This is an optimization exercise on Yosys and OpenROAD, whose aim is small area, a short achievable clock period and few clock cycles, not a production implementation. No functional check of the RTL was part of this run. Power figures rest on the tool's default switching activity, not on a simulated workload.

### flow/design.v
module ALU (
    input [31:0] A,
    input [31:0] B,
    input [2:0] func,
    input alt,
    output reg [31:0] Q,
    output reg taken
);
    wire sub = alt & (func == 3'b000);
    wire [31:0] sum = A + (sub ? ~B : B) + {31'd0, sub};
    wire eq = (A == B);
    wire ltu = (A < B);
    wire lt = (A[31] ^ B[31]) ? A[31] : ltu;
    always @ (*) begin
        case (func)
            3'b000 : Q = sum;
            3'b001 : Q = A << B[4:0];
            3'b010 : Q = {31'd0, lt};
            3'b011 : Q = {31'd0, ltu};
            3'b100 : Q = A ^ B;
            3'b101 : begin
                if (alt)
                    Q = $signed(A) >>> B[4:0];
                else
                    Q = A >> B[4:0];
            end
            3'b110 : Q = A | B;
            default: Q = A & B;
        endcase
        case (func)
            3'b000 : taken = eq;
            3'b001 : taken = ~eq;
            3'b100 : taken = lt;
            3'b101 : taken = ~lt;
            3'b110 : taken = ltu;
            3'b111 : taken = ~ltu;
            default: taken = 1'b0;
        endcase
    end
endmodule
module registers (
    input clk,
    input we,
    input [4:0] wa,
    input [31:0] wd,
    input [4:0] ra1, ra2,
    output reg [31:0] rd1, rd2
    );
    reg [31:0] register [31:1];
    always @ (posedge clk) begin
        if (we && wa != 5'd0)
            register[wa] <= wd;
    end
    integer k;
    always @ (*) begin
        rd1 = 32'b0;
        rd2 = 32'b0;
        for (k = 1; k < 32; k = k + 1) begin
            rd1 = rd1 | (register[k] & {32{ra1 == k}});
            rd2 = rd2 | (register[k] & {32{ra2 == k}});
        end
    end
endmodule
module sign_extender (
    input [31:0] instruction,
    output is_load, is_store, is_branch, is_jal, is_jalr, is_lui, is_auipc, is_opimm, is_op, is_ebreak,
    output reg [31:0] imm
    );
    wire [31:0] i = instruction;
    wire [4:0] op = i[6:2];
    assign is_load   = (op == 5'b00000);
    assign is_store  = (op == 5'b01000);
    assign is_branch = (op == 5'b11000);
    assign is_jal    = (op == 5'b11011);
    assign is_jalr   = (op == 5'b11001);
    assign is_lui    = (op == 5'b01101);
    assign is_auipc  = (op == 5'b00101);
    assign is_opimm  = (op == 5'b00100);
    assign is_op     = (op == 5'b01100);
    assign is_ebreak = (i == 32'h00100073);
    always @ (*) begin
        if (is_store)
            imm = {{20{i[31]}}, i[31:25], i[11:7]};
        else if (is_branch)
            imm = {{19{i[31]}}, i[31], i[7], i[30:25], i[11:8], 1'b0};
        else if (is_lui | is_auipc)
            imm = {i[31:12], 12'b0};
        else if (is_jal)
            imm = {{11{i[31]}}, i[31], i[19:12], i[20], i[30:21], 1'b0};
        else
            imm = {{20{i[31]}}, i[31:20]};
    end
endmodule
module load_store_unit (
    input [2:0] func,
    input [1:0] byte_offset,
    input [31:0] store_data,
    input [31:0] mem_rdata,
    output reg [31:0] mem_wdata,
    output reg [3:0] mem_wstrb,
    output reg [31:0] load_data
);
    reg [31:0] shifted;
    always @ (*) begin
        case (func[1:0])
            2'b00 : begin
                mem_wdata = {4{store_data[7:0]}};
                mem_wstrb = 4'b0001 << byte_offset;
            end
            2'b01 : begin
                mem_wdata = {2{store_data[15:0]}};
                mem_wstrb = byte_offset[1] ? 4'b1100 : 4'b0011;
            end
            default : begin
                mem_wdata = store_data;
                mem_wstrb = 4'b1111;
            end
        endcase
        shifted = mem_rdata >> {byte_offset, 3'b000};
        case (func)
            3'b000 : load_data = {{24{shifted[7]}}, shifted[7:0]};
            3'b001 : load_data = {{16{shifted[15]}}, shifted[15:0]};
            3'b100 : load_data = {24'b0, shifted[7:0]};
            3'b101 : load_data = {16'b0, shifted[15:0]};
            default: load_data = mem_rdata;
        endcase
    end
endmodule
module riscv_top (
    input clk,
    input rst_n,
    output mem_req,
    output mem_we,
    output [31:0] mem_addr,
    output [31:0] mem_wdata,
    output [3:0] mem_wstrb,
    input mem_ready,
    input [31:0] mem_rdata,
    output run_complete
    );
    reg        halted;
    reg [31:0] ex_a;         
    reg [31:0] ex_b;         
    reg [31:0] ex_imm;       
    reg [29:0] npc;          
    reg [4:0]  ex_rd;
    reg [2:0]  ex_f3;
    reg        ex_alt;
    reg        ex_wr, ex_ld, ex_st, ex_br, ex_jal, ex_jalr, ex_imres, ex_eb;
    wire [31:0] alu_q;
    wire        taken;
    ALU alu (.A(ex_a), .B(ex_b), .func(ex_f3), .alt(ex_alt), .Q(alu_q), .taken(taken));
    wire [31:0] agu = ex_a + ex_imm;
    wire [31:0] link = {npc, 2'b00};
    wire ex_mem = ex_ld | ex_st;
    assign run_complete = halted | ex_eb;
    wire fetching = ~halted & ~ex_mem & ~ex_eb;
    wire [31:0] fa = (ex_mem | ex_jalr) ? agu :
                     (ex_jal | (ex_br & taken)) ? ex_imm :
                     link;
    assign mem_req = ~run_complete;
    assign mem_we = ex_st;
    assign mem_addr = {fa[31:2], ex_mem ? fa[1:0] : 2'b00};
    wire [31:0] load_data;
    load_store_unit lsu (.func(ex_f3), .byte_offset(agu[1:0]), .store_data(ex_b), .mem_rdata(mem_rdata),
                         .mem_wdata(mem_wdata), .mem_wstrb(mem_wstrb), .load_data(load_data));
    wire [31:0] res_nl = (ex_jal | ex_jalr) ? link : ex_imres ? ex_imm : alu_q;
    wire [31:0] wdata = ex_ld ? load_data : res_nl;
    wire        rf_we = ex_wr & (~ex_ld | mem_ready);
    wire [31:0] ins = mem_rdata;
    wire [4:0]  rs1 = ins[19:15], rs2 = ins[24:20];
    wire [31:0] r1, r2;
    registers rf (.clk(clk), .we(rf_we), .wa(ex_rd), .wd(wdata), .ra1(rs1), .ra2(rs2), .rd1(r1), .rd2(r2));
    wire d_load, d_store, d_branch, d_jal, d_jalr, d_lui, d_auipc, d_opimm, d_op, d_ebreak;
    wire [31:0] d_imm;
    sign_extender dec (.instruction(ins), .is_load(d_load), .is_store(d_store), .is_branch(d_branch),
                       .is_jal(d_jal), .is_jalr(d_jalr), .is_lui(d_lui), .is_auipc(d_auipc),
                       .is_opimm(d_opimm), .is_op(d_op), .is_ebreak(d_ebreak), .imm(d_imm));
    wire [31:0] a_in = (ex_wr & (rs1 == ex_rd)) ? res_nl : r1;
    wire [31:0] b_rs = (ex_wr & (rs2 == ex_rd)) ? res_nl : r2;
    wire [31:0] b_in = d_opimm ? d_imm : b_rs;
    wire [31:0] pcrel = {fa[31:2], 2'b00} + d_imm;
    wire [31:0] imm_in = (d_branch | d_jal | d_auipc) ? pcrel : d_imm;
    wire d_wr = (d_load | d_jal | d_jalr | d_lui | d_auipc | d_opimm | d_op) & (ins[11:7] != 5'd0);
    wire take = fetching & mem_ready;    
    wire hold = ex_mem & ~mem_ready;     
    always @ (posedge clk or negedge rst_n) begin
        if (!rst_n) begin
            halted <= 1'b0;
            npc <= 30'd0;
            ex_wr <= 1'b0;
            ex_ld <= 1'b0;
            ex_st <= 1'b0;
            ex_br <= 1'b0;
            ex_jal <= 1'b0;
            ex_jalr <= 1'b0;
            ex_eb <= 1'b0;
        end
        else begin
            if (ex_eb)
                halted <= 1'b1;
            if (fetching)
                npc <= mem_ready ? fa[31:2] + 30'd1 : fa[31:2];
            if (!hold) begin
                ex_wr <= take & d_wr;
                ex_ld <= take & d_load;
                ex_st <= take & d_store;
                ex_br <= take & d_branch;
                ex_jal <= take & d_jal;
                ex_jalr <= take & d_jalr;
                ex_eb <= take & d_ebreak;
            end
        end
    end
    always @ (posedge clk) begin
        if (take) begin
            ex_a <= a_in;
            ex_b <= b_in;
            ex_imm <= imm_in;
            ex_rd <= ins[11:7];
            ex_f3 <= ins[14:12];
            ex_alt <= ins[30] & (d_op | (d_opimm & ins[14:12] == 3'b101));
            ex_imres <= d_lui | d_auipc;
        end
    end
endmodule
### flow/run.sh
#!/bin/bash
# synth_recipe.tcl (not shown) runs the flow's synth.tcl, then flattens the netlist and writes it again
# the make line also repeats each setting of config.mk as NAME=value (left out here)
make -C /OpenROAD-flow-scripts/flow DESIGN_CONFIG=/design/flow/config.mk WORK_HOME=/design/flow/orfs CLKGATE_MAP_FILE= SYNTH_SCRIPT=/design/flow/synth_recipe.tcl finish
### flow/config.mk
export PLATFORM = sky130hd
export DESIGN_NAME = riscv_top
export DESIGN_NICKNAME = riscv_top
export VERILOG_FILES = /design/flow/design.v
export SDC_FILE = /design/flow/constraint.sdc
export NUM_CORES = 4
export LEC_CHECK = 0
export ABC_CLOCK_PERIOD_IN_PS = 5000
export CAP_MARGIN = 20
export CORE_MARGIN = 2
export CORE_UTILIZATION = 40
export SETUP_SLACK_MARGIN = 5
export SLEW_MARGIN = 20
### flow/constraint.sdc
create_clock -name core_clock -period 12.0 [get_ports {clk}]
set_input_delay 2.4000 -clock core_clock [delete_from_list [all_inputs] [get_ports {clk}]]
set_output_delay 2.4000 -clock core_clock [all_outputs]
set_load 0.01 [all_outputs]
==> metrics.cfg <==
[status]
status = timing/DRC/antenna clean

[route]
drt_first_pass_iters = 12
ant_nets = 0
avgRoutedWirePerCell_um = 43.5
vias = 57600
drc = 0
drt-total-wl_um = 327000
avgViaCountPerCell = 7.67
drtIter0Drc = 13300

[hold_path]
min_to = halted
hold_path_class = flop to flop
worstHoldPathCells = 1
holdCritStartpoint = halted

[yosys]
syn-num-nets = 5433
ys_types = 96
syn_area_um2 = 61600
synth_cells = 5207
yosysSeqAreaShare_pct = 55.1
synth.largest_area_cell = edfxtp_1
yosysWarningCount = 5
synth_area_leaders = edfxtp_1, a221oi_1, a22o_1, ha_1, a22oi_1
syn_avg_cell_area_um2 = 11.8
synth_flop_cell = edfxtp_1
synth_edf_count = 1098
synth_top_area_share_pct = 53.5
synth-seq-cells = 1136
async_flop_share_pct = 3.35

[clock_tree]
root_buffer = clkbuf_16
clkSinkCount = 1136
cts_buffer_depth = 3
htreeDepth = 3
worstSkewPairLatency_ns = 0.83
numCtsBuffers = 117
cts_tree = done
cts_hold_buffers = 0
clkTransAtPathRegs_ns = 0.06

[sta]
fmax_mhz = 143
layout_min_cycle_time_ns = 6.99
rsz0062_at_grt = true
setup_viol = 0
tns_ns = 0
whs_ns = 0.458
max-slew-margin-rel_pct = 11.5
skew_ns = 0.102
hold_viol = 0
tightestPinTransition_ns = 1.32
period_share_pct = 58.2
maxSlewViolCount = 0

[global_routing]
overflow = 0
grt_pass1_vias = 53100
antenna_found_initial = 16
track_usage_pct = 40.0
grt_pass1_wl_um = 437000
grt_max_degree = 122

[floorplanning]
rows = 143
die_h_um = 396
io_pins = 106
die_area_um2 = 157000
initial_core_util_pct = 40.4
fp.dieW_um = 396
coreArea_um2 = 152000

[worst_setup_path]
crit_arrival_ns = 4.59
criticalPathCategory = flop to output pin
timing.rr.start = ex_f3[1]
reg2reg_setup_slack_ns = 5.02
r2r-end = rf.register[2][25]
rr_worst_depth = 19
cp.required_ns = 9.60
critPathCaptureType = output pin
cp_max_fo = 13
critPathLaunchType = flop

[placement]
dpl-instance-area_um2 = 66200
place.gp.congestion = 1.03
dp.cells = 7169
dp_hpwl_um = 195000
placement.io_buffers = 105

[cells_and_area]
final_area_um2 = 72000
multi_input_area_um2 = 27200
instances_no_fill = 7515
final_common_cell = edfxtp_1
fill_cells = 13700
final_layout_size_suffix_gt1_share_pct = 15.5
syn2layout_area_growth_pct = 16.9
seqCellArea_um2 = 33900
layout_common_cells = edfxtp_1, a221oi_1, a22o_1, nand2_1, buf_4
finalNetCount = 5591

[power_and_ir_drop]
irDropWorstVdd_v = 0.000165
p_leak_nw = 24.7
power.density_nw_per_um2 = 166

[run]
drv_cap = 0

==> registers in the layout, indices dropped and copies added (netlist names), 3 cells and up <==
name         count
ex_rd            5
ex_imm          32
rf.register    992
ex_f3            3
npc             30
ex_b            32
ex_a            32
==> critical path, cell delays in order (launching register included) <==
cell	delay [ns]
edfxtp_1	0.34
buf_6	0.19
inv_1	0.06
ha_1	0.33
nor4_4	0.37
nand4_4	0.21
or4_4	0.58
a31o_4	0.28
o21a_4	0.18
nand3_4	0.15
buf_12	0.14
mux2i_1	0.17
o21ai_0	0.09
a211o_1	0.35
dlygate4sd2_1	0.32
==> synthesized netlist by cell type, drive strengths merged, types with 51 or more instances <==
master,count
a21o,51
a21oi,267
a221oi,354
a222oi,65
a22o,343
a22oi,243
buf,71
clkbuf,314
edfxtp,1098
ha,188
inv,118
mux2i,87
mux4,57
nand2,310
nand3,117
nand4,141
nor2,365
nor3,99
o21ai,227
xnor2,83
==> through the flow <==
stage | util (%) | power (mW) | setup WS, ns
floorplan | - | 6.53 | 5.07
global placement | 43.4 | 7.67 | 3.51
detailed placement | 43.4 | 7.69 | 3.49
CTS | 46.8 | 11.8 | 4.95
global route | 47.2 | 12.3 | 4.88
finish | 47.2 | 12.0 | 5.01
==> layer usage <==
layer	track usage (%)	wire length [um]	vias to the layer above
met3	18.4	56400	2014
met4	29.7	33200	14
met5	0.585	225	-
met2	56.5	131000	6541
li1	-	-	21600
met1	47.4	106000	27500
==> power breakdown <==
| part | total, mW | internal (mW) | switching (mW) |
|---|---|---|---|
| Clock | 4.03 | 2.30 | 1.73 |
| Sequential | 4.79 | 4.63 | 0.162 |
| Combinational | 3.16 | 1.11 | 2.05 |
| Total | 12.0 | 8.04 | 3.94 |
==> worst max-delay path by stage <==
stage / endpoint / slack, ns / from
finish: mem_addr[31] / 5.01 / ex_a[22]
global route: ex_imm[31] / 4.88 / mem_rdata[5]
CTS: mem_addr[21] / 4.95 / ex_b[28]
detailed placement: ex_imm[31] / 3.49 / mem_rdata[6]
global placement: ex_imm[31] / 3.51 / mem_rdata[6]
floorplan: ex_imm[31] / 5.07 / mem_rdata[3]
==> kinds of logic after synthesis <==
group                      count (synthesis)  synth area share, %
buffers and inverters                    507                 3.20
adders and majority gates                191                 3.92
xor gates and xnor gates                 121                 1.72
DFF                                     1136                 55.1
muxes                                    164                 3.87
AOI/OAI and AO/OA                       1858                 22.6
and+or+nand+nor                         1230                 9.63
==> cell type report <==
cell class,count,share of cell area (%)
Tap cell,2030,3.53
Clock buffer,126,4.13
Antenna cell,17,0.0591
Sequential cell,1136,47.1
Timing Repair Buffer,421,4.98
Multi-Input combinational cell,3567,37.8
Inverter,122,0.645
Clock inverter,96,1.71
==> timing repair <==
| action | in CTS | in global routing |
|---|---|---|
| pin swaps | 19 | 16 |
| gates cloned | 4 | 1 |
| gates resized for setup | 103 | 37 |
| endpoints found under the hold margin | 0 | 0 |
| buffers inserted | 69 | 32 |
| setup endpoints to repair | 42 | 181 |

afterwards: timing with drivers on the ports:
In the flow no input, the clock included, has a driving cell. The finished layout below was timed again as built, in two steps.
Step 1: set_driving_cell puts a clkbuf_16 on clk and a buf_2 on each other input, an assumption about the parent block.
Step 2, shift: input delay + t, output delay - t, t = (earliest + latest rising clock arrival at the registers) / 2. This alone moves slack from input paths to output paths.
Slacks: ideal ports / drivers / drivers and shift; pairs: ideal ports / drivers.
shift t [ns]: 0.855
setup slack, ns: 5.011 / 4.934 / 4.210
latest minus earliest clock arrival (ns): 0.102 / 0.102
After both steps this run still meets setup and hold. For this run, drivers alone change the setup slack by -0.077 ns; drivers and shift together by -0.801 ns.
